From an optimization exercise on the open Yosys and OpenROAD flow, aimed at small area and a short achievable clock period; shortcuts taken in it are not production practice.
The RTL of this run was laid out without a check of its function.
Power and IR drop assume default switching activity.

==> flow/run.sh <==
#!/bin/bash
# synth_recipe.tcl (not shown) runs the flow's synth.tcl, then flattens the netlist and writes it again
# the make line also repeats each setting of config.mk as NAME=value (left out here)
make -C /OpenROAD-flow-scripts/flow DESIGN_CONFIG=/design/flow/config.mk WORK_HOME=/design/flow/orfs CLKGATE_MAP_FILE= SYNTH_SCRIPT=/design/flow/synth_recipe.tcl finish
==> flow/config.mk <==
export PLATFORM = sky130hd
export DESIGN_NAME = FPM
export DESIGN_NICKNAME = FPM
export VERILOG_FILES = /design/flow/design.v
export SDC_FILE = /design/flow/constraint.sdc
export NUM_CORES = 4
export LEC_CHECK = 0
export CAP_MARGIN = 20
export CORE_MARGIN = 2
export CORE_UTILIZATION = 55
export SETUP_SLACK_MARGIN = 0.95
export SLEW_MARGIN = 20
export SYNTH_HIERARCHICAL = 1
export SYNTH_MINIMUM_KEEP_SIZE = 0
==> flow/constraint.sdc <==
create_clock -name core_clock -period 3.0 [get_ports {clk}]
set_input_delay 0.6000 -clock core_clock [delete_from_list [all_inputs] [get_ports {clk}]]
set_output_delay 0.6000 -clock core_clock [all_outputs]
set_load 0.01 [all_outputs]
==> flow/design.v <==
module FPM(A, B, SUM, clk);
  input [31:0] A, B;
  input clk;
  output [31:0] SUM;
  wire       s0_sgn = A[31] ^ B[31];
  wire [7:0] s0_exp = A[30:23] + B[30:23] + 8'h81;
  wire [24:0] q = {1'b1, B[22:0], 1'b0};
  wire [11:0] s0_one, s0_two, s0_neg;
  genvar gi, gj;
  generate for (gi = 0; gi < 12; gi = gi + 1) begin : enc
    assign s0_one[gi] = q[2*gi+1] ^ q[2*gi];
    assign s0_two[gi] = (q[2*gi+2] & ~q[2*gi+1] & ~q[2*gi]) | (~q[2*gi+2] & q[2*gi+1] & q[2*gi]);
    assign s0_neg[gi] = q[2*gi+2] & ~(q[2*gi+1] & q[2*gi]);
  end endgenerate
  reg [22:0] r1_a;
  reg [11:0] r1_one, r1_two, r1_neg;
  reg        r1_sgn;
  reg [7:0]  r1_exp;
  always @(posedge clk) begin
    r1_a <= A[22:0]; r1_one <= s0_one; r1_two <= s0_two; r1_neg <= s0_neg;
    r1_sgn <= s0_sgn; r1_exp <= s0_exp;
  end
  wire [11:0] one = r1_one, two = r1_two, neg = r1_neg;
  wire [24:0] m = {1'b1, r1_a[22:0], 1'b0};   
  wire [24:0] pp [0:11];
  generate for (gi = 0; gi < 12; gi = gi + 1) begin : rw
    for (gj = 0; gj < 25; gj = gj + 1) begin : cl
      if (gj == 24)
        assign pp[gi][gj] = two[gi] ^ neg[gi];
      else
        assign pp[gi][gj] = ((one[gi] & m[gj+1]) | (two[gi] & m[gj])) ^ neg[gi];
    end
  end endgenerate
  wire n1 = ~neg[0];
  wire n2 = ~neg[1];
  wire n3 = ~neg[2];
  wire n4 = ~neg[3];
  wire n5 = ~neg[4];
  wire n6 = ~neg[5];
  wire n7 = ~neg[6];
  wire n8 = ~neg[7];
  wire n9 = ~neg[8];
  wire n10 = ~neg[9];
  wire n11 = ~neg[10];
  wire n12 = ~neg[11];
  wire n13 = ~neg[0];
  wire n14 = ~neg[0];
  wire n15, n16;
  fpm_fa un15 (neg[1], pp[0][2], pp[1][0], n15, n16);
  wire n17, n18;
  fpm_fa un17 (neg[2], pp[0][4], pp[1][2], n17, n18);
  wire n19, n20;
  fpm_fa un19 (pp[0][5], pp[1][3], pp[2][1], n19, n20);
  wire n21, n22;
  fpm_fa un21 (neg[3], pp[0][6], pp[1][4], n21, n22);
  wire n23, n24;
  fpm_fa un23 (pp[0][7], pp[1][5], pp[2][3], n23, n24);
  wire n25, n26;
  fpm_fa un25 (neg[4], pp[0][8], pp[1][6], n25, n26);
  wire n27, n28;
  fpm_fa un27 (pp[2][4], pp[3][2], pp[4][0], n27, n28);
  wire n29, n30;
  fpm_fa un29 (pp[0][9], pp[1][7], pp[2][5], n29, n30);
  wire n31, n32;
  fpm_fa un31 (neg[5], pp[0][10], pp[1][8], n31, n32);
  wire n33, n34;
  fpm_fa un33 (pp[2][6], pp[3][4], pp[4][2], n33, n34);
  wire n35, n36;
  fpm_fa un35 (pp[0][11], pp[1][9], pp[2][7], n35, n36);
  wire n37, n38;
  fpm_fa un37 (pp[3][5], pp[4][3], pp[5][1], n37, n38);
  wire n39, n40;
  fpm_fa un39 (neg[6], pp[0][12], pp[1][10], n39, n40);
  wire n41, n42;
  fpm_fa un41 (pp[2][8], pp[3][6], pp[4][4], n41, n42);
  wire n43, n44;
  fpm_fa un43 (pp[0][13], pp[1][11], pp[2][9], n43, n44);
  wire n45, n46;
  fpm_fa un45 (pp[3][7], pp[4][5], pp[5][3], n45, n46);
  wire n47, n48;
  fpm_fa un47 (neg[7], pp[0][14], pp[1][12], n47, n48);
  wire n49, n50;
  fpm_fa un49 (pp[2][10], pp[3][8], pp[4][6], n49, n50);
  wire n51, n52;
  fpm_fa un51 (pp[5][4], pp[6][2], pp[7][0], n51, n52);
  wire n53, n54;
  fpm_fa un53 (pp[0][15], pp[1][13], pp[2][11], n53, n54);
  wire n55, n56;
  fpm_fa un55 (pp[3][9], pp[4][7], pp[5][5], n55, n56);
  wire n57, n58;
  fpm_fa un57 (neg[8], pp[0][16], pp[1][14], n57, n58);
  wire n59, n60;
  fpm_fa un59 (pp[2][12], pp[3][10], pp[4][8], n59, n60);
  wire n61, n62;
  fpm_fa un61 (pp[5][6], pp[6][4], pp[7][2], n61, n62);
  wire n63, n64;
  fpm_fa un63 (pp[0][17], pp[1][15], pp[2][13], n63, n64);
  wire n65, n66;
  fpm_fa un65 (pp[3][11], pp[4][9], pp[5][7], n65, n66);
  wire n67, n68;
  fpm_fa un67 (pp[6][5], pp[7][3], pp[8][1], n67, n68);
  wire n69, n70;
  fpm_fa un69 (neg[9], pp[0][18], pp[1][16], n69, n70);
  wire n71, n72;
  fpm_fa un71 (pp[2][14], pp[3][12], pp[4][10], n71, n72);
  wire n73, n74;
  fpm_fa un73 (pp[5][8], pp[6][6], pp[7][4], n73, n74);
  wire n75, n76;
  fpm_fa un75 (pp[0][19], pp[1][17], pp[2][15], n75, n76);
  wire n77, n78;
  fpm_fa un77 (pp[3][13], pp[4][11], pp[5][9], n77, n78);
  wire n79, n80;
  fpm_fa un79 (pp[6][7], pp[7][5], pp[8][3], n79, n80);
  wire n81, n82;
  fpm_fa un81 (neg[10], pp[0][20], pp[1][18], n81, n82);
  wire n83, n84;
  fpm_fa un83 (pp[2][16], pp[3][14], pp[4][12], n83, n84);
  wire n85, n86;
  fpm_fa un85 (pp[5][10], pp[6][8], pp[7][6], n85, n86);
  wire n87, n88;
  fpm_fa un87 (pp[8][4], pp[9][2], pp[10][0], n87, n88);
  wire n89, n90;
  fpm_fa un89 (pp[0][21], pp[1][19], pp[2][17], n89, n90);
  wire n91, n92;
  fpm_fa un91 (pp[3][15], pp[4][13], pp[5][11], n91, n92);
  wire n93, n94;
  fpm_fa un93 (pp[6][9], pp[7][7], pp[8][5], n93, n94);
  wire n95, n96;
  fpm_fa un95 (neg[11], pp[0][22], pp[1][20], n95, n96);
  wire n97, n98;
  fpm_fa un97 (pp[2][18], pp[3][16], pp[4][14], n97, n98);
  wire n99, n100;
  fpm_fa un99 (pp[5][12], pp[6][10], pp[7][8], n99, n100);
  wire n101, n102;
  fpm_fa un101 (pp[8][6], pp[9][4], pp[10][2], n101, n102);
  wire n103, n104;
  fpm_fa un103 (pp[0][23], pp[1][21], pp[2][19], n103, n104);
  wire n105, n106;
  fpm_fa un105 (pp[3][17], pp[4][15], pp[5][13], n105, n106);
  wire n107, n108;
  fpm_fa un107 (pp[6][11], pp[7][9], pp[8][7], n107, n108);
  wire n109, n110;
  fpm_fa un109 (pp[9][5], pp[10][3], pp[11][1], n109, n110);
  wire n111, n112;
  fpm_fa un111 (r1_a[0], pp[0][24], pp[1][22], n111, n112);
  wire n113, n114;
  fpm_fa un113 (pp[2][20], pp[3][18], pp[4][16], n113, n114);
  wire n115, n116;
  fpm_fa un115 (pp[5][14], pp[6][12], pp[7][10], n115, n116);
  wire n117, n118;
  fpm_fa un117 (pp[8][8], pp[9][6], pp[10][4], n117, n118);
  wire n119, n120;
  fpm_fa un119 (r1_a[1], neg[0], pp[1][23], n119, n120);
  wire n121, n122;
  fpm_fa un121 (pp[2][21], pp[3][19], pp[4][17], n121, n122);
  wire n123, n124;
  fpm_fa un123 (pp[5][15], pp[6][13], pp[7][11], n123, n124);
  wire n125, n126;
  fpm_fa un125 (pp[8][9], pp[9][7], pp[10][5], n125, n126);
  wire n127, n128;
  fpm_fa un127 (r1_a[2], neg[0], pp[1][24], n127, n128);
  wire n129, n130;
  fpm_fa un129 (pp[2][22], pp[3][20], pp[4][18], n129, n130);
  wire n131, n132;
  fpm_fa un131 (pp[5][16], pp[6][14], pp[7][12], n131, n132);
  wire n133, n134;
  fpm_fa un133 (pp[8][10], pp[9][8], pp[10][6], n133, n134);
  wire n135, n136;
  fpm_fa un135 (r1_a[3], n2, n14, n135, n136);
  wire n137, n138;
  fpm_fa un137 (pp[2][23], pp[3][21], pp[4][19], n137, n138);
  wire n139, n140;
  fpm_fa un139 (pp[5][17], pp[6][15], pp[7][13], n139, n140);
  wire n141, n142;
  fpm_fa un141 (pp[8][11], pp[9][9], pp[10][7], n141, n142);
  wire n143, n144;
  fpm_fa un143 (r1_a[4], 1'b1, pp[2][24], n143, n144);
  wire n145, n146;
  fpm_fa un145 (pp[3][22], pp[4][20], pp[5][18], n145, n146);
  wire n147, n148;
  fpm_fa un147 (pp[6][16], pp[7][14], pp[8][12], n147, n148);
  wire n149, n150;
  fpm_fa un149 (pp[9][10], pp[10][8], pp[11][6], n149, n150);
  wire n151, n152;
  fpm_fa un151 (r1_a[5], n3, pp[3][23], n151, n152);
  wire n153, n154;
  fpm_fa un153 (pp[4][21], pp[5][19], pp[6][17], n153, n154);
  wire n155, n156;
  fpm_fa un155 (pp[7][15], pp[8][13], pp[9][11], n155, n156);
  wire n157, n158;
  fpm_fa un157 (r1_a[6], 1'b1, pp[3][24], n157, n158);
  wire n159, n160;
  fpm_fa un159 (pp[4][22], pp[5][20], pp[6][18], n159, n160);
  wire n161, n162;
  fpm_fa un161 (pp[7][16], pp[8][14], pp[9][12], n161, n162);
  wire n163, n164;
  fpm_fa un163 (r1_a[7], n4, pp[4][23], n163, n164);
  wire n165, n166;
  fpm_fa un165 (pp[5][21], pp[6][19], pp[7][17], n165, n166);
  wire n167, n168;
  fpm_fa un167 (pp[8][15], pp[9][13], pp[10][11], n167, n168);
  wire n169, n170;
  fpm_fa un169 (r1_a[8], 1'b1, pp[4][24], n169, n170);
  wire n171, n172;
  fpm_fa un171 (pp[5][22], pp[6][20], pp[7][18], n171, n172);
  wire n173, n174;
  fpm_fa un173 (pp[8][16], pp[9][14], pp[10][12], n173, n174);
  wire n175, n176;
  fpm_fa un175 (r1_a[9], n5, pp[5][23], n175, n176);
  wire n177, n178;
  fpm_fa un177 (pp[6][21], pp[7][19], pp[8][17], n177, n178);
  wire n179, n180;
  fpm_fa un179 (pp[9][15], pp[10][13], pp[11][11], n179, n180);
  wire n181, n182;
  fpm_fa un181 (r1_a[10], 1'b1, pp[5][24], n181, n182);
  wire n183, n184;
  fpm_fa un183 (pp[6][22], pp[7][20], pp[8][18], n183, n184);
  wire n185, n186;
  fpm_fa un185 (pp[9][16], pp[10][14], pp[11][12], n185, n186);
  wire n187, n188;
  fpm_fa un187 (r1_a[11], n6, pp[6][23], n187, n188);
  wire n189, n190;
  fpm_fa un189 (pp[7][21], pp[8][19], pp[9][17], n189, n190);
  wire n191, n192;
  fpm_fa un191 (r1_a[12], 1'b1, pp[6][24], n191, n192);
  wire n193, n194;
  fpm_fa un193 (pp[7][22], pp[8][20], pp[9][18], n193, n194);
  wire n195, n196;
  fpm_fa un195 (r1_a[13], n7, pp[7][23], n195, n196);
  wire n197, n198;
  fpm_fa un197 (pp[8][21], pp[9][19], pp[10][17], n197, n198);
  wire n199, n200;
  fpm_fa un199 (r1_a[14], 1'b1, pp[7][24], n199, n200);
  wire n201, n202;
  fpm_fa un201 (pp[8][22], pp[9][20], pp[10][18], n201, n202);
  wire n203, n204;
  fpm_fa un203 (r1_a[15], n8, pp[8][23], n203, n204);
  wire n205, n206;
  fpm_fa un205 (pp[9][21], pp[10][19], pp[11][17], n205, n206);
  wire n207, n208;
  fpm_fa un207 (r1_a[16], 1'b1, pp[8][24], n207, n208);
  wire n209, n210;
  fpm_fa un209 (pp[9][22], pp[10][20], pp[11][18], n209, n210);
  wire n211, n212;
  fpm_fa un211 (r1_a[17], n9, pp[9][23], n211, n212);
  wire n213, n214;
  fpm_fa un213 (r1_a[18], 1'b1, pp[9][24], n213, n214);
  wire n215, n216;
  fpm_fa un215 (r1_a[19], n10, pp[10][23], n215, n216);
  wire n217, n218;
  fpm_fa un217 (r1_a[20], 1'b1, pp[10][24], n217, n218);
  wire n219, n220;
  fpm_fa un219 (r1_a[21], n11, pp[11][23], n219, n220);
  wire n221, n222;
  fpm_fa un221 (r1_a[22], 1'b1, pp[11][24], n221, n222);
  wire n223, n224;
  fpm_fa un223 (pp[0][3], pp[1][1], n16, n223, n224);
  wire n225, n226;
  fpm_fa un225 (pp[2][2], pp[3][0], n20, n225, n226);
  wire n227, n228;
  fpm_fa un227 (pp[3][1], n22, n23, n227, n228);
  wire n229, n230;
  fpm_fa un229 (n24, n25, n27, n229, n230);
  wire n231, n232;
  fpm_fa un231 (pp[3][3], pp[4][1], n26, n231, n232);
  wire n233, n234;
  fpm_fa un233 (pp[5][0], n30, n31, n233, n234);
  wire n235, n236;
  fpm_fa un235 (n32, n34, n35, n235, n236);
  wire n237, n238;
  fpm_fa un237 (pp[5][2], pp[6][0], n36, n237, n238);
  wire n239, n240;
  fpm_fa un239 (n38, n39, n41, n239, n240);
  wire n241, n242;
  fpm_fa un241 (pp[6][1], n40, n42, n241, n242);
  wire n243, n244;
  fpm_fa un243 (n44, n46, n47, n243, n244);
  wire n245, n246;
  fpm_fa un245 (pp[6][3], pp[7][1], n48, n245, n246);
  wire n247, n248;
  fpm_fa un247 (n50, n52, n53, n247, n248);
  wire n249, n250;
  fpm_fa un249 (pp[8][0], n54, n56, n249, n250);
  wire n251, n252;
  fpm_fa un251 (n57, n59, n61, n251, n252);
  wire n253, n254;
  fpm_fa un253 (n58, n60, n62, n253, n254);
  wire n255, n256;
  fpm_fa un255 (n63, n65, n67, n255, n256);
  wire n257, n258;
  fpm_fa un257 (pp[8][2], pp[9][0], n64, n257, n258);
  wire n259, n260;
  fpm_fa un259 (n66, n68, n69, n259, n260);
  wire n261, n262;
  fpm_fa un261 (pp[9][1], n70, n72, n261, n262);
  wire n263, n264;
  fpm_fa un263 (n74, n75, n77, n263, n264);
  wire n265, n266;
  fpm_fa un265 (n76, n78, n80, n265, n266);
  wire n267, n268;
  fpm_fa un267 (n81, n83, n85, n267, n268);
  wire n269, n270;
  fpm_fa un269 (pp[9][3], pp[10][1], n82, n269, n270);
  wire n271, n272;
  fpm_fa un271 (n84, n86, n88, n271, n272);
  wire n273, n274;
  fpm_fa un273 (n89, n91, n93, n273, n274);
  wire n275, n276;
  fpm_fa un275 (pp[11][0], n90, n92, n275, n276);
  wire n277, n278;
  fpm_fa un277 (n94, n95, n97, n277, n278);
  wire n279, n280;
  fpm_ha hn279 (n99, n101, n279, n280);
  wire n281, n282;
  fpm_fa un281 (n96, n98, n100, n281, n282);
  wire n283, n284;
  fpm_fa un283 (n102, n103, n105, n283, n284);
  wire n285, n286;
  fpm_ha hn285 (n107, n109, n285, n286);
  wire n287, n288;
  fpm_fa un287 (pp[11][2], n104, n106, n287, n288);
  wire n289, n290;
  fpm_fa un289 (n108, n110, n111, n289, n290);
  wire n291, n292;
  fpm_fa un291 (n113, n115, n117, n291, n292);
  wire n293, n294;
  fpm_fa un293 (pp[11][3], n112, n114, n293, n294);
  wire n295, n296;
  fpm_fa un295 (n116, n118, n119, n295, n296);
  wire n297, n298;
  fpm_fa un297 (n121, n123, n125, n297, n298);
  wire n299, n300;
  fpm_fa un299 (pp[11][4], n120, n122, n299, n300);
  wire n301, n302;
  fpm_fa un301 (n124, n126, n127, n301, n302);
  wire n303, n304;
  fpm_fa un303 (n129, n131, n133, n303, n304);
  wire n305, n306;
  fpm_fa un305 (pp[11][5], n135, n128, n305, n306);
  wire n307, n308;
  fpm_fa un307 (n130, n132, n134, n307, n308);
  wire n309, n310;
  fpm_fa un309 (n137, n139, n141, n309, n310);
  wire n311, n312;
  fpm_fa un311 (n136, n138, n140, n311, n312);
  wire n313, n314;
  fpm_fa un313 (n142, n143, n145, n313, n314);
  wire n315, n316;
  fpm_ha hn315 (n147, n149, n315, n316);
  wire n317, n318;
  fpm_fa un317 (pp[10][9], pp[11][7], n144, n317, n318);
  wire n319, n320;
  fpm_fa un319 (n146, n148, n150, n319, n320);
  wire n321, n322;
  fpm_fa un321 (n151, n153, n155, n321, n322);
  wire n323, n324;
  fpm_fa un323 (pp[10][10], pp[11][8], n152, n323, n324);
  wire n325, n326;
  fpm_fa un325 (n154, n156, n157, n325, n326);
  wire n327, n328;
  fpm_ha hn327 (n159, n161, n327, n328);
  wire n329, n330;
  fpm_fa un329 (pp[11][9], n158, n160, n329, n330);
  wire n331, n332;
  fpm_fa un331 (n162, n163, n165, n331, n332);
  wire n333, n334;
  fpm_fa un333 (pp[11][10], n164, n166, n333, n334);
  wire n335, n336;
  fpm_fa un335 (n168, n169, n171, n335, n336);
  wire n337, n338;
  fpm_fa un337 (n170, n172, n174, n337, n338);
  wire n339, n340;
  fpm_fa un339 (n175, n177, n179, n339, n340);
  wire n341, n342;
  fpm_fa un341 (n176, n178, n180, n341, n342);
  wire n343, n344;
  fpm_fa un343 (n181, n183, n185, n343, n344);
  wire n345, n346;
  fpm_fa un345 (pp[10][15], pp[11][13], n182, n345, n346);
  wire n347, n348;
  fpm_fa un347 (n184, n186, n187, n347, n348);
  wire n349, n350;
  fpm_fa un349 (pp[10][16], pp[11][14], n188, n349, n350);
  wire n351, n352;
  fpm_fa un351 (n190, n191, n193, n351, n352);
  wire n353, n354;
  fpm_fa un353 (pp[11][15], n192, n194, n353, n354);
  wire n355, n356;
  fpm_fa un355 (pp[11][16], n196, n198, n355, n356);
  wire n357, n358;
  fpm_fa un357 (n200, n202, n203, n357, n358);
  wire n359, n360;
  fpm_fa un359 (n204, n206, n207, n359, n360);
  wire n361, n362;
  fpm_fa un361 (pp[10][21], pp[11][19], n208, n361, n362);
  wire n363, n364;
  fpm_fa un363 (pp[10][22], pp[11][20], n212, n363, n364);
  wire n365, n366;
  fpm_fa un365 (pp[11][21], n214, n215, n365, n366);
  wire n367, n368;
  fpm_fa un367 (pp[11][22], n216, n217, n367, n368);
  wire n369, n370;
  fpm_ha hn369 (n43, n45, n369, n370);
  wire n371, n372;
  fpm_ha hn371 (n49, n51, n371, n372);
  wire n373, n374;
  fpm_ha hn373 (n71, n73, n373, n374);
  wire n375, n376;
  fpm_ha hn375 (n195, n197, n375, n376);
  wire n377, n378;
  fpm_ha hn377 (n199, n201, n377, n378);
  wire n379 = neg[0] & pp[0][0];
  wire n380 = neg[0] | pp[0][0];
  wire n381 = 1'b0 | (pp[0][1] & n379);
  reg [183:0] r2_m;
  reg        r2_sgn;
  reg [7:0]  r2_exp;
  always @(posedge clk) begin
    r2_m <= {n222, neg[11], n221, n220, n368, n219, n218, n367, n366, n365, n364, n363, n362, n213, n360, n361, n211, n210, n359, n358, n209, n357, n356, n378, n205, n355, n354, n377, n376, n352, n353, n350, n375, n351, n348, n349, n346, n347, n344, n345, n342, n189, n343, n340, n341, n338, n339, n336, n337, n334, n335, n332, n333, n330, n173, n331, n326, n329, n324, n328, n167, n325, n322, n323, n320, n318, n327, n321, n314, n319, n317, n312, n316, n313, n310, n311, n308, n306, n315, n309, n304, n302, n307, n305, n300, n303, n301, n298, n296, n299, n294, n297, n295, n292, n290, n293, n288, n291, n289, n284, n287, n282, n286, n283, n278, n281, n276, n285, n280, n277, n274, n275, n272, n270, n279, n273, n268, n271, n269, n266, n267, n264, n265, n262, n87, n263, n260, n261, n258, n374, n79, n259, n256, n257, n254, n373, n255, n252, n253, n250, n251, n248, n249, n246, n247, n244, n245, n372, n55, n243, n242, n371, n370, n240, n241, n238, n369, n239, n236, n237, n235, n234, n37, n233, n232, n33, n230, n231, n29, n28, n229, n228, n227, n226, n225, n21, n19, n18, n224, n17, pp[2][0], n223, n15, n381};
    r2_sgn <= r1_sgn; r2_exp <= r1_exp;
  end
  wire n383, n384;
  fpm_fa un383 (r2_m[3], r2_m[4], r2_m[5], n383, n384);
  wire n385, n386;
  fpm_fa un385 (r2_m[14], r2_m[15], r2_m[16], n385, n386);
  wire n387, n388;
  fpm_fa un387 (r2_m[18], r2_m[19], r2_m[20], n387, n388);
  wire n389, n390;
  fpm_fa un389 (r2_m[21], r2_m[22], r2_m[23], n389, n390);
  wire n391, n392;
  fpm_fa un391 (r2_m[24], r2_m[25], r2_m[26], n391, n392);
  wire n393, n394;
  fpm_fa un393 (r2_m[27], r2_m[28], r2_m[29], n393, n394);
  wire n395, n396;
  fpm_fa un395 (r2_m[31], r2_m[32], r2_m[33], n395, n396);
  wire n397, n398;
  fpm_fa un397 (r2_m[35], r2_m[36], r2_m[37], n397, n398);
  wire n399, n400;
  fpm_fa un399 (r2_m[40], r2_m[41], r2_m[42], n399, n400);
  wire n401, n402;
  fpm_fa un401 (r2_m[44], r2_m[45], r2_m[46], n401, n402);
  wire n403, n404;
  fpm_fa un403 (r2_m[48], r2_m[49], r2_m[50], n403, n404);
  wire n405, n406;
  fpm_fa un405 (r2_m[53], r2_m[54], r2_m[55], n405, n406);
  wire n407, n408;
  fpm_fa un407 (r2_m[56], r2_m[57], r2_m[58], n407, n408);
  wire n409, n410;
  fpm_fa un409 (r2_m[59], r2_m[60], r2_m[61], n409, n410);
  wire n411, n412;
  fpm_ha hn411 (r2_m[62], r2_m[63], n411, n412);
  wire n413, n414;
  fpm_fa un413 (r2_m[64], r2_m[65], r2_m[66], n413, n414);
  wire n415, n416;
  fpm_ha hn415 (r2_m[67], r2_m[68], n415, n416);
  wire n417, n418;
  fpm_fa un417 (r2_m[69], r2_m[70], r2_m[71], n417, n418);
  wire n419, n420;
  fpm_fa un419 (r2_m[72], r2_m[73], r2_m[74], n419, n420);
  wire n421, n422;
  fpm_fa un421 (r2_m[75], r2_m[76], r2_m[77], n421, n422);
  wire n423, n424;
  fpm_fa un423 (r2_m[78], r2_m[79], r2_m[80], n423, n424);
  wire n425, n426;
  fpm_fa un425 (r2_m[81], r2_m[82], r2_m[83], n425, n426);
  wire n427, n428;
  fpm_fa un427 (r2_m[84], r2_m[85], r2_m[86], n427, n428);
  wire n429, n430;
  fpm_fa un429 (r2_m[87], r2_m[88], r2_m[89], n429, n430);
  wire n431, n432;
  fpm_fa un431 (r2_m[90], r2_m[91], r2_m[92], n431, n432);
  wire n433, n434;
  fpm_fa un433 (r2_m[93], r2_m[94], r2_m[95], n433, n434);
  wire n435, n436;
  fpm_fa un435 (r2_m[96], r2_m[97], r2_m[98], n435, n436);
  wire n437, n438;
  fpm_fa un437 (r2_m[99], r2_m[100], r2_m[101], n437, n438);
  wire n439, n440;
  fpm_fa un439 (r2_m[102], r2_m[103], r2_m[104], n439, n440);
  wire n441, n442;
  fpm_fa un441 (r2_m[105], r2_m[106], r2_m[107], n441, n442);
  wire n443, n444;
  fpm_fa un443 (r2_m[108], r2_m[109], r2_m[110], n443, n444);
  wire n445, n446;
  fpm_fa un445 (r2_m[111], r2_m[112], r2_m[113], n445, n446);
  wire n447, n448;
  fpm_fa un447 (r2_m[114], r2_m[115], r2_m[116], n447, n448);
  wire n449, n450;
  fpm_fa un449 (r2_m[117], r2_m[118], r2_m[119], n449, n450);
  wire n451, n452;
  fpm_fa un451 (r2_m[120], r2_m[121], r2_m[122], n451, n452);
  wire n453, n454;
  fpm_fa un453 (r2_m[123], r2_m[124], r2_m[125], n453, n454);
  wire n455, n456;
  fpm_fa un455 (r2_m[126], r2_m[127], r2_m[128], n455, n456);
  wire n457, n458;
  fpm_fa un457 (r2_m[129], r2_m[130], r2_m[131], n457, n458);
  wire n459, n460;
  fpm_ha hn459 (r2_m[132], r2_m[133], n459, n460);
  wire n461, n462;
  fpm_fa un461 (r2_m[134], r2_m[135], r2_m[136], n461, n462);
  wire n463, n464;
  fpm_fa un463 (r2_m[138], r2_m[139], r2_m[140], n463, n464);
  wire n465, n466;
  fpm_fa un465 (r2_m[142], r2_m[143], r2_m[144], n465, n466);
  wire n467, n468;
  fpm_fa un467 (r2_m[147], r2_m[148], r2_m[149], n467, n468);
  wire n469, n470;
  fpm_fa un469 (r2_m[151], r2_m[152], r2_m[153], n469, n470);
  wire n471, n472;
  fpm_fa un471 (r2_m[155], r2_m[156], r2_m[157], n471, n472);
  wire n473, n474;
  fpm_fa un473 (r2_m[159], r2_m[160], r2_m[161], n473, n474);
  wire n475, n476;
  fpm_fa un475 (r2_m[163], r2_m[164], r2_m[165], n475, n476);
  wire n477, n478;
  fpm_fa un477 (r2_m[166], r2_m[167], r2_m[168], n477, n478);
  wire n479, n480;
  fpm_fa un479 (r2_m[170], r2_m[171], r2_m[172], n479, n480);
  wire n481, n482;
  fpm_fa un481 (r2_m[177], r2_m[178], r2_m[179], n481, n482);
  wire n483, n484;
  fpm_fa un483 (r2_m[6], r2_m[7], n384, n483, n484);
  wire n485, n486;
  fpm_fa un485 (r2_m[30], n392, n393, n485, n486);
  wire n487, n488;
  fpm_fa un487 (r2_m[34], n394, n395, n487, n488);
  wire n489, n490;
  fpm_fa un489 (r2_m[38], r2_m[39], n396, n489, n490);
  wire n491, n492;
  fpm_fa un491 (r2_m[43], n398, n399, n491, n492);
  wire n493, n494;
  fpm_fa un493 (r2_m[47], n400, n401, n493, n494);
  wire n495, n496;
  fpm_fa un495 (r2_m[51], r2_m[52], n402, n495, n496);
  wire n497, n498;
  fpm_fa un497 (n404, n405, n407, n497, n498);
  wire n499, n500;
  fpm_fa un499 (n411, n406, n408, n499, n500);
  wire n501, n502;
  fpm_fa un501 (n412, n415, n410, n501, n502);
  wire n503, n504;
  fpm_fa un503 (n416, n414, n417, n503, n504);
  wire n505, n506;
  fpm_fa un505 (n418, n420, n421, n505, n506);
  wire n507, n508;
  fpm_fa un507 (n422, n424, n425, n507, n508);
  wire n509, n510;
  fpm_fa un509 (n426, n428, n429, n509, n510);
  wire n511, n512;
  fpm_fa un511 (n430, n432, n433, n511, n512);
  wire n513, n514;
  fpm_fa un513 (n434, n436, n437, n513, n514);
  wire n515, n516;
  fpm_fa un515 (n438, n440, n441, n515, n516);
  wire n517, n518;
  fpm_fa un517 (n442, n444, n445, n517, n518);
  wire n519, n520;
  fpm_fa un519 (n446, n448, n449, n519, n520);
  wire n521, n522;
  fpm_fa un521 (n450, n452, n453, n521, n522);
  wire n523, n524;
  fpm_fa un523 (n459, n454, n456, n523, n524);
  wire n525, n526;
  fpm_fa un525 (r2_m[137], n460, n458, n525, n526);
  wire n527, n528;
  fpm_fa un527 (r2_m[141], n462, n463, n527, n528);
  wire n529, n530;
  fpm_fa un529 (r2_m[145], r2_m[146], n464, n529, n530);
  wire n531, n532;
  fpm_fa un531 (r2_m[150], n466, n467, n531, n532);
  wire n533, n534;
  fpm_fa un533 (r2_m[154], n468, n469, n533, n534);
  wire n535, n536;
  fpm_fa un535 (r2_m[158], n470, n471, n535, n536);
  wire n537, n538;
  fpm_fa un537 (r2_m[162], n472, n473, n537, n538);
  wire n539, n540;
  fpm_fa un539 (r2_m[169], n476, n477, n539, n540);
  wire n541, n542;
  fpm_fa un541 (r2_m[173], r2_m[174], n480, n541, n542);
  wire n543, n544;
  fpm_fa un543 (r2_m[180], r2_m[181], n482, n543, n544);
  wire n545, n546;
  fpm_fa un545 (r2_m[8], r2_m[9], n484, n545, n546);
  wire n547, n548;
  fpm_ha hn547 (r2_m[10], r2_m[11], n547, n548);
  wire n549, n550;
  fpm_ha hn549 (r2_m[12], r2_m[13], n549, n550);
  wire n551, n552;
  fpm_ha hn551 (r2_m[17], n385, n551, n552);
  wire n553, n554;
  fpm_ha hn553 (n386, n387, n553, n554);
  wire n555, n556;
  fpm_ha hn555 (n388, n389, n555, n556);
  wire n557, n558;
  fpm_ha hn557 (n390, n391, n557, n558);
  wire n559, n560;
  fpm_fa un559 (n397, n489, n488, n559, n560);
  wire n561, n562;
  fpm_ha hn561 (n490, n491, n561, n562);
  wire n563, n564;
  fpm_ha hn563 (n492, n493, n563, n564);
  wire n565, n566;
  fpm_fa un565 (n403, n495, n494, n565, n566);
  wire n567, n568;
  fpm_ha hn567 (n496, n497, n567, n568);
  wire n569, n570;
  fpm_fa un569 (n409, n499, n498, n569, n570);
  wire n571, n572;
  fpm_fa un571 (n413, n500, n501, n571, n572);
  wire n573, n574;
  fpm_fa un573 (n419, n502, n503, n573, n574);
  wire n575, n576;
  fpm_fa un575 (n423, n504, n505, n575, n576);
  wire n577, n578;
  fpm_fa un577 (n427, n506, n507, n577, n578);
  wire n579, n580;
  fpm_fa un579 (n431, n508, n509, n579, n580);
  wire n581, n582;
  fpm_fa un581 (n435, n510, n511, n581, n582);
  wire n583, n584;
  fpm_fa un583 (n439, n512, n513, n583, n584);
  wire n585, n586;
  fpm_fa un585 (n443, n514, n515, n585, n586);
  wire n587, n588;
  fpm_fa un587 (n447, n516, n517, n587, n588);
  wire n589, n590;
  fpm_fa un589 (n451, n518, n519, n589, n590);
  wire n591, n592;
  fpm_fa un591 (n455, n520, n521, n591, n592);
  wire n593, n594;
  fpm_fa un593 (n457, n523, n522, n593, n594);
  wire n595, n596;
  fpm_fa un595 (n461, n524, n525, n595, n596);
  wire n597, n598;
  fpm_ha hn597 (n526, n527, n597, n598);
  wire n599, n600;
  fpm_fa un599 (n465, n529, n528, n599, n600);
  wire n601, n602;
  fpm_ha hn601 (n530, n531, n601, n602);
  wire n603, n604;
  fpm_ha hn603 (n532, n533, n603, n604);
  wire n605, n606;
  fpm_ha hn605 (n534, n535, n605, n606);
  wire n607, n608;
  fpm_ha hn607 (n536, n537, n607, n608);
  wire n609, n610;
  fpm_fa un609 (n474, n475, n538, n609, n610);
  wire n611, n612;
  fpm_fa un611 (n478, n479, n540, n611, n612);
  wire n613, n614;
  fpm_fa un613 (r2_m[175], r2_m[176], n542, n613, n614);
  wire n615, n616;
  fpm_fa un615 (r2_m[182], r2_m[183], n544, n615, n616);
  wire n617 = r2_m[0] & r2_m[1];
  wire n618 = r2_m[0] | r2_m[1];
  wire n619 = 1'b0 | (r2_m[2] & n617);
  wire n621 = 1'b0 | (n383 & n619);
  reg [79:0] r3_m;
  reg        r3_sgn;
  reg [7:0]  r3_exp;
  always @(posedge clk) begin
    r3_m <= {n615, n543, n614, n481, n613, n612, n541, n611, n610, n539, n609, n608, n607, n606, n605, n604, n603, n602, n600, n601, n599, n598, n596, n597, n595, n594, n592, n593, n591, n590, n589, n588, n587, n586, n585, n584, n583, n582, n581, n580, n579, n578, n577, n576, n575, n574, n573, n572, n571, n570, n569, n568, n566, n567, n565, n564, n563, n562, n560, n561, n559, n487, n486, n485, n558, n557, n556, n555, n554, n553, n552, n551, n550, n549, n548, n546, n547, n545, n621, n483};
    r3_sgn <= r2_sgn; r3_exp <= r2_exp;
  end
  wire [47:0] n623 = {r3_m[79], r3_m[78], r3_m[76], r3_m[75], r3_m[73], r3_m[72], r3_m[70], r3_m[68], r3_m[66], r3_m[64], r3_m[62], r3_m[60], r3_m[58], r3_m[56], r3_m[54], r3_m[52], r3_m[50], r3_m[48], r3_m[46], r3_m[44], r3_m[42], r3_m[40], r3_m[38], r3_m[36], r3_m[34], r3_m[32], r3_m[30], r3_m[28], r3_m[26], r3_m[24], r3_m[22], r3_m[20], r3_m[19], r3_m[17], r3_m[15], r3_m[13], r3_m[11], r3_m[9], r3_m[7], r3_m[5], r3_m[3], r3_m[2], r3_m[0], 1'b0, 1'b0, 1'b0, 1'b0, 1'b0};
  wire [47:0] n624 = {1'b0, 1'b0, r3_m[77], 1'b0, r3_m[74], 1'b0, r3_m[71], r3_m[69], r3_m[67], r3_m[65], r3_m[63], r3_m[61], r3_m[59], r3_m[57], r3_m[55], r3_m[53], r3_m[51], r3_m[49], r3_m[47], r3_m[45], r3_m[43], r3_m[41], r3_m[39], r3_m[37], r3_m[35], r3_m[33], r3_m[31], r3_m[29], r3_m[27], r3_m[25], r3_m[23], r3_m[21], 1'b0, r3_m[18], r3_m[16], r3_m[14], r3_m[12], r3_m[10], r3_m[8], r3_m[6], r3_m[4], 1'b0, r3_m[1], 1'b0, 1'b0, 1'b0, 1'b0, 1'b0};
  wire [2:0] n625 = {1'b0, n623[6:5]} + {1'b0, n624[6:5]};
  wire [8:0] n626 = {1'b0, n623[14:7]} + {1'b0, n624[14:7]};
  wire [8:0] n627 = {1'b0, n623[22:15]} + {1'b0, n624[22:15]};
  wire [6:0] n628 = {1'b0, n623[28:23]} + {1'b0, n624[28:23]};
  wire [6:0] n629 = {1'b0, n623[34:29]} + {1'b0, n624[34:29]};
  wire [6:0] n630 = {1'b0, n623[40:35]} + {1'b0, n624[40:35]};
  wire [7:0] n631 = {1'b0, n623[47:41]} + {1'b0, n624[47:41]};
  reg r4_lg0;
  reg r4_lg1;
  reg r4_lp1;
  reg r4_lg2;
  reg r4_lp2;
  reg [5:0] r4_us0;
  reg r4_ug0;
  reg r4_up0;
  reg [5:0] r4_us1;
  reg r4_ug1;
  reg r4_up1;
  reg [5:0] r4_us2;
  reg r4_ug2;
  reg r4_up2;
  reg [6:0] r4_us3;
  reg r4_ug3;
  reg r4_up3;
  reg        r4_sgn;
  reg [7:0]  r4_exp;
  always @(posedge clk) begin
    r4_lg0 <= n625[2];
    r4_lg1 <= n626[8];
    r4_lp1 <= &(n623[14:7] | n624[14:7]);
    r4_lg2 <= n627[8];
    r4_lp2 <= &(n623[22:15] | n624[22:15]);
    r4_us0 <= n628[5:0];
    r4_ug0 <= n628[6];
    r4_up0 <= &(n623[28:23] | n624[28:23]);
    r4_us1 <= n629[5:0];
    r4_ug1 <= n629[6];
    r4_up1 <= &(n623[34:29] | n624[34:29]);
    r4_us2 <= n630[5:0];
    r4_ug2 <= n630[6];
    r4_up2 <= &(n623[40:35] | n624[40:35]);
    r4_us3 <= n631[6:0];
    r4_ug3 <= n631[7];
    r4_up3 <= &(n623[47:41] | n624[47:41]);
    r4_sgn <= r3_sgn; r4_exp <= r3_exp;
  end
  wire n632 = r4_lg1 | (r4_lp1 & r4_lg0);
  wire n633 = r4_lg2 | (r4_lp2 & n632);
  wire [5:0] n634;
  assign n634[0] = 1'b1;
  assign n634[1] = &r4_us0[0:0];
  assign n634[2] = &r4_us0[1:0];
  assign n634[3] = &r4_us0[2:0];
  assign n634[4] = &r4_us0[3:0];
  assign n634[5] = &r4_us0[4:0];
  wire [5:0] n635 = r4_us0 ^ ({6{n633}} & n634);
  wire n636 = r4_ug0 | (r4_up0 & n633);
  wire [5:0] n637;
  assign n637[0] = 1'b1;
  assign n637[1] = &r4_us1[0:0];
  assign n637[2] = &r4_us1[1:0];
  assign n637[3] = &r4_us1[2:0];
  assign n637[4] = &r4_us1[3:0];
  assign n637[5] = &r4_us1[4:0];
  wire [5:0] n638 = r4_us1 ^ ({6{n636}} & n637);
  wire n639 = r4_ug1 | (r4_up1 & n636);
  wire [5:0] n640;
  assign n640[0] = 1'b1;
  assign n640[1] = &r4_us2[0:0];
  assign n640[2] = &r4_us2[1:0];
  assign n640[3] = &r4_us2[2:0];
  assign n640[4] = &r4_us2[3:0];
  assign n640[5] = &r4_us2[4:0];
  wire [5:0] n641 = r4_us2 ^ ({6{n639}} & n640);
  wire n642 = r4_ug2 | (r4_up2 & n639);
  wire [6:0] n643;
  assign n643[0] = 1'b1;
  assign n643[1] = &r4_us3[0:0];
  assign n643[2] = &r4_us3[1:0];
  assign n643[3] = &r4_us3[2:0];
  assign n643[4] = &r4_us3[3:0];
  assign n643[5] = &r4_us3[4:0];
  assign n643[6] = &r4_us3[5:0];
  wire [6:0] n644 = r4_us3 ^ ({7{n642}} & n643);
  wire n645 = r4_ug3 | (r4_up3 & n642);
  wire [24:0] n646 = {n644, n641, n638, n635};
  reg [24:0] r5_p;
  reg        r5_sgn;
  reg [7:0]  r5_exp;
  always @(posedge clk) begin
    r5_p <= n646;
    r5_sgn <= r4_sgn; r5_exp <= r4_exp;
  end
  wire [31:0] n647 = {r5_sgn, r5_exp + {7'd0, r5_p[24]}, r5_p[24] ? r5_p[23:1] : r5_p[22:0]};
  reg [31:0] r6_o;
  always @(posedge clk) r6_o <= n647;
  reg [31:0] r7_o;
  always @(posedge clk) r7_o <= r6_o;
  reg [31:0] r8_o;
  always @(posedge clk) r8_o <= r7_o;
  reg [31:0] r9_o;
  always @(posedge clk) r9_o <= r8_o;
  reg [31:0] r10_o;
  always @(posedge clk) r10_o <= r9_o;
  assign SUM = r10_o;
endmodule
module fpm_fa(a, b, c, s, co);
  input a, b, c;
  output s, co;
  assign s = a ^ b ^ c;
  assign co = (a & b) | (a & c) | (b & c);
endmodule
module fpm_ha(a, b, s, co);
  input a, b;
  output s, co;
  assign s = a ^ b;
  assign co = a & b;
endmodule
==> results.txt <==
==> cell families (layout without fill, tap and decap cells) <==
| group | count (synthesis) | count (layout) | share of synthesized area (%) |
|---|---|---|---|
| DFF | 589 | 589 | 45.1 |
| other | 1 | 12 | 0.0144 |
| buffers and inverters | 231 | 395 | 3.50 |
| muxes | 23 | 23 | 0.991 |
| AOI/OAI and AO/OA | 343 | 343 | 9.42 |
| and+or+nand+nor | 99 | 99 | 2.14 |
| adders and majority gates | 400 | 400 | 27.1 |
| xor gates and xnor gates | 349 | 349 | 11.7 |
==> report_power, final <==
| part | internal (mW) | switching [mW] | total, mW |
|---|---|---|---|
| clock | 4.39 | 3.08 | 7.46 |
| combinational | 5.71 | 6.07 | 11.8 |
| sequential | 11.5 | 1.49 | 13.0 |
| total | 21.6 | 10.6 | 32.2 |
==> routing by layer <==
| metal | GRT usage [%] | up-vias | part of all wire (%) |
|---|---|---|---|
| li1 | - | 7007 | - |
| met4 | 11.4 | 0 | 5.0 |
| met2 | 40.0 | 907 | 44 |
| met3 | 6.59 | 249 | 11 |
| met1 | 33.9 | 7911 | 40 |
| met5 | 0 | - | 0 |
==> Yosys cell counts, types with 8 or more instances <==
library cell               count  area share (%)
sky130_fd_sc_hd__inv_1        98             1.4
sky130_fd_sc_hd__nor2_1       10            0.14
sky130_fd_sc_hd__dfxtp_1     589              45
sky130_fd_sc_hd__fa_1        277              21
sky130_fd_sc_hd__nor2b_1      12            0.29
sky130_fd_sc_hd__o21ai_0      19            0.36
sky130_fd_sc_hd__ha_1        123             5.9
sky130_fd_sc_hd__nand3_1       8            0.15
sky130_fd_sc_hd__o21bai_1      8            0.23
sky130_fd_sc_hd__clkbuf_1     95             1.4
sky130_fd_sc_hd__a22oi_1     263             7.6
sky130_fd_sc_hd__a21oi_1      32            0.61
sky130_fd_sc_hd__xnor2_1     318              11
sky130_fd_sc_hd__xor2_1       31             1.0
sky130_fd_sc_hd__nand2_1      21            0.30
sky130_fd_sc_hd__buf_2        37            0.71
sky130_fd_sc_hd__nand3b_1      9            0.26
sky130_fd_sc_hd__nand2b_1     10            0.24
sky130_fd_sc_hd__a21o_1       11            0.32
sky130_fd_sc_hd__mux2_2       23            0.99
==> path summary, 6_finish.rpt <==
path	start	endpoint	slack, ns	cells after the start
setup / recovery	r1_one[8]$_DFF_P_	r2_m[137]$_DFF_P_	0.89	5
hold / removal	r6_o[12]$_DFF_P_	r7_o[12]$_DFF_P_	0.32	0
setup reg to reg	r1_one[8]$_DFF_P_	r2_m[137]$_DFF_P_	0.89	5
hold reg to reg	r6_o[12]$_DFF_P_	r7_o[12]$_DFF_P_	0.32	0
==> modules after synthesis (local to each module, per instance) <==
module / area (µm²) / flops+latches
FPM: 20300 / 589
fpm_fa: 20.0 / 0
fpm_ha: 12.5 / 0
==> layout make-up <==
| type | instances | area, µm² |
|---|---|---|
| fill | 3430 | 14900 |
| multi-input combinational | 1224 | 14100 |
| sequential | 589 | 11900 |
| timing repair buffer | 192 | 2790 |
| clock buffer | 73 | 1600 |
| tap | 607 | 759 |
| clock inverter | 31 | 400 |
| inverter | 99 | 372 |
| antenna | 2 | 5.00 |
==> sequential cells by signal, summed over array words and instances, names as in the netlist, 6 cells and up <==
register  count
r4_us2        6
r9_o         32
r10_o        32
r4_us0        6
r1_exp        8
r1_neg       12
r5_p         25
r4_us1        6
r5_exp        8
r2_m        184
r3_exp        8
r1_two       12
r4_exp        8
r1_a         23
r7_o         32
r8_o         32
r4_us3        7
r3_m         80
r1_one       12
r2_exp        8
r6_o         32
==> through the flow <==
step | utilization [%] | worst slack [ns] | hold WS [ns] | cell area (µm²) | cells
after floorplan | - | 0.938 | 0.310 | 26200 | 2044
after global placement | 59.6 | 0.417 | 0.310 | 27900 | 2679
final | 68.2 | 0.892 | 0.323 | 31900 | 2817
after global routing | 68.2 | 0.874 | 0.329 | 31900 | 2815
after CTS | 65.4 | 0.921 | 0.324 | 30600 | 2790
after detailed placement | 59.6 | 0.356 | 0.312 | 27900 | 2679
==> worst max-delay path, delay by kind of cell, from the launching register on <==
family / cells / cell delay [ns]
fa+ha+maj: 2 / 0.96
flops: 1 / 0.34
xor+xnor: 1 / 0.29
buf+inv: 1 / 0.26
compound gates: 1 / 0.14
==> timing repair <==
item                                    in CTS  in global routing
setup buffers                                0                  5
pin swaps                                   25                 85
cloned                                       7                 20
endpoints found under the setup margin     130                 64
gates resized for setup                    173                185
==> results.txt <==
clk root buf sky130_fd_sc_hd__clkbuf_16; Antenna Violating Nets Remaining 0; most frequent standard cell in the layout excluding fill and tap cells sky130_fd_sc_hd__dfxtp_1; Slew Limit Headroom 62.4%; capturing element type of the critical path flop; synth unique cells 44; leakage 13.0 nW; async set-reset flop share out of synthesis 0%; HPWL reported at the end of detailed placement 37.6 mm; netlist area before placement 0.0261 mm²; transition time at the pin with the least slew margin 0.559 ns; height of the die 222 µm; critical path startpoint category flop; Largest stage delay, worst path 0.50 ns; time the worst path needs with I/O delays and setup 2.11 ns; kind of critical path flop to flop; Die X-Extent 222 µm; worst vdd ir 0.645 mV; Std-Cell Rows 79; number of setup violations in the final report 0; RSZ-0062 raised after global routing true; wire length of the first global-routing pass 96.1 mm; gr ovfl total 0; number of buffers added by the clock tree synthesis step 57; number of enable-type register cells in the synthesized netlist 0; number of hold violations in the final report 0; commonest non-fill, non-tap cells in the layout sky130_fd_sc_hd__dfxtp_1, sky130_fd_sc_hd__xnor2_1, sky130_fd_sc_hd__fa_1, sky130_fd_sc_hd__a22oi_1, sky130_fd_sc_hd__ha_1; number of H-tree branching levels 2; weighted congestion at the end of routability-driven global placement 0.864; mean instance size in the synthesized netlist 12.8 µm²; type of the worst min-delay path flop to flop; layout overhead on the synthesized area 22.1%; Primary FF master, synth sky130_fd_sc_hd__dfxtp_1; number of synthesis warnings 7; cts-stage hold buffer count 0; Pins Over Slew Limit 0; clock slew at the register clock pins of the worst setup and hold paths 0.06 ns; sequential fraction of the synthesis area 45.1%; post-route setup TNS 0 ns; fraction of final layout cells sized beyond drive strength 1 17.2%; post-route DRC violation count 0; number of clock sinks 589; total number of nets in the final design 2,628; GRT Overall Usage 25.6%; Arrival @ worst endpoint 2.62 ns; I/O pins 97; total power of the final layout 32.2 mW; Worst Clk Skew 0.0228 ns; cell at the slowest stage of the critical path sky130_fd_sc_hd__fa_1; max frequency 0.474 GHz; cell occurring most often along the worst timing path sky130_fd_sc_hd__fa_1; buffers added on ports 96; Critical Path Fanout Max 24; post-DR vias/cell 5.71; areal power density over the cells 1010 mW/mm²; result of the run no timing/DRC/antenna violations; routed wire length 66.4 mm; data required time of the critical path 3.52 ns; sequence of cells on the critical path buf_8, a22oi_1, xnor2_1, fa_1, fa_1; average detailed-routed wire length per instance 23.6 µm; effective utilization at floorplan 55.9%; clock latency of the later-clocked register in the worst-skew pair 0.64 ns; pin count of the biggest net entering global routing 28; final worst path period share 70.3%; Core ar. 0.0468 mm²; count of state elements after synthesis 589; buffers from clock root to sink, at most 3; vias in the first global route 16,812; antenna violations before repair 1; 1st-pass router iterations 6; Max Cap Viol 0; routed via count 16,074; CTS tree built; number of cells produced by synthesis 2,035; 1st-iter DRT viols 1,315; area of the die 0.0493 mm²

==> re-timing with driven ports <==
Ports are ideal in the flow. The routed layout listed here was re-timed in OpenROAD.
Step 1 (the two cells are an assumption about what drives the block):
set clk [get_ports {clk}]
set_driving_cell -lib_cell sky130_fd_sc_hd__clkbuf_16 $clk
set_driving_cell -lib_cell sky130_fd_sc_hd__buf_2 [delete_from_list [all_inputs] $clk]
Step 2 times the ports against the registers' clock, not the clock port: input delays grow and output delays shrink by t, the midpoint of the rising clock arrivals with the driver on.
Three values: no drivers, after step 1, after step 2; two values: the first two.
shift t [ns]: 0.683
setup WS [ns]: 0.892 / 0.892 / 0.358
latest minus earliest clock arrival (ns): 0.023 / 0.023
slew at the worst register clock pin (ns): 0.07 / 0.07
After both steps setup and hold are still met in this run. The setup slack of this run moves by 0.000 ns with the drivers and by -0.534 ns with both steps.
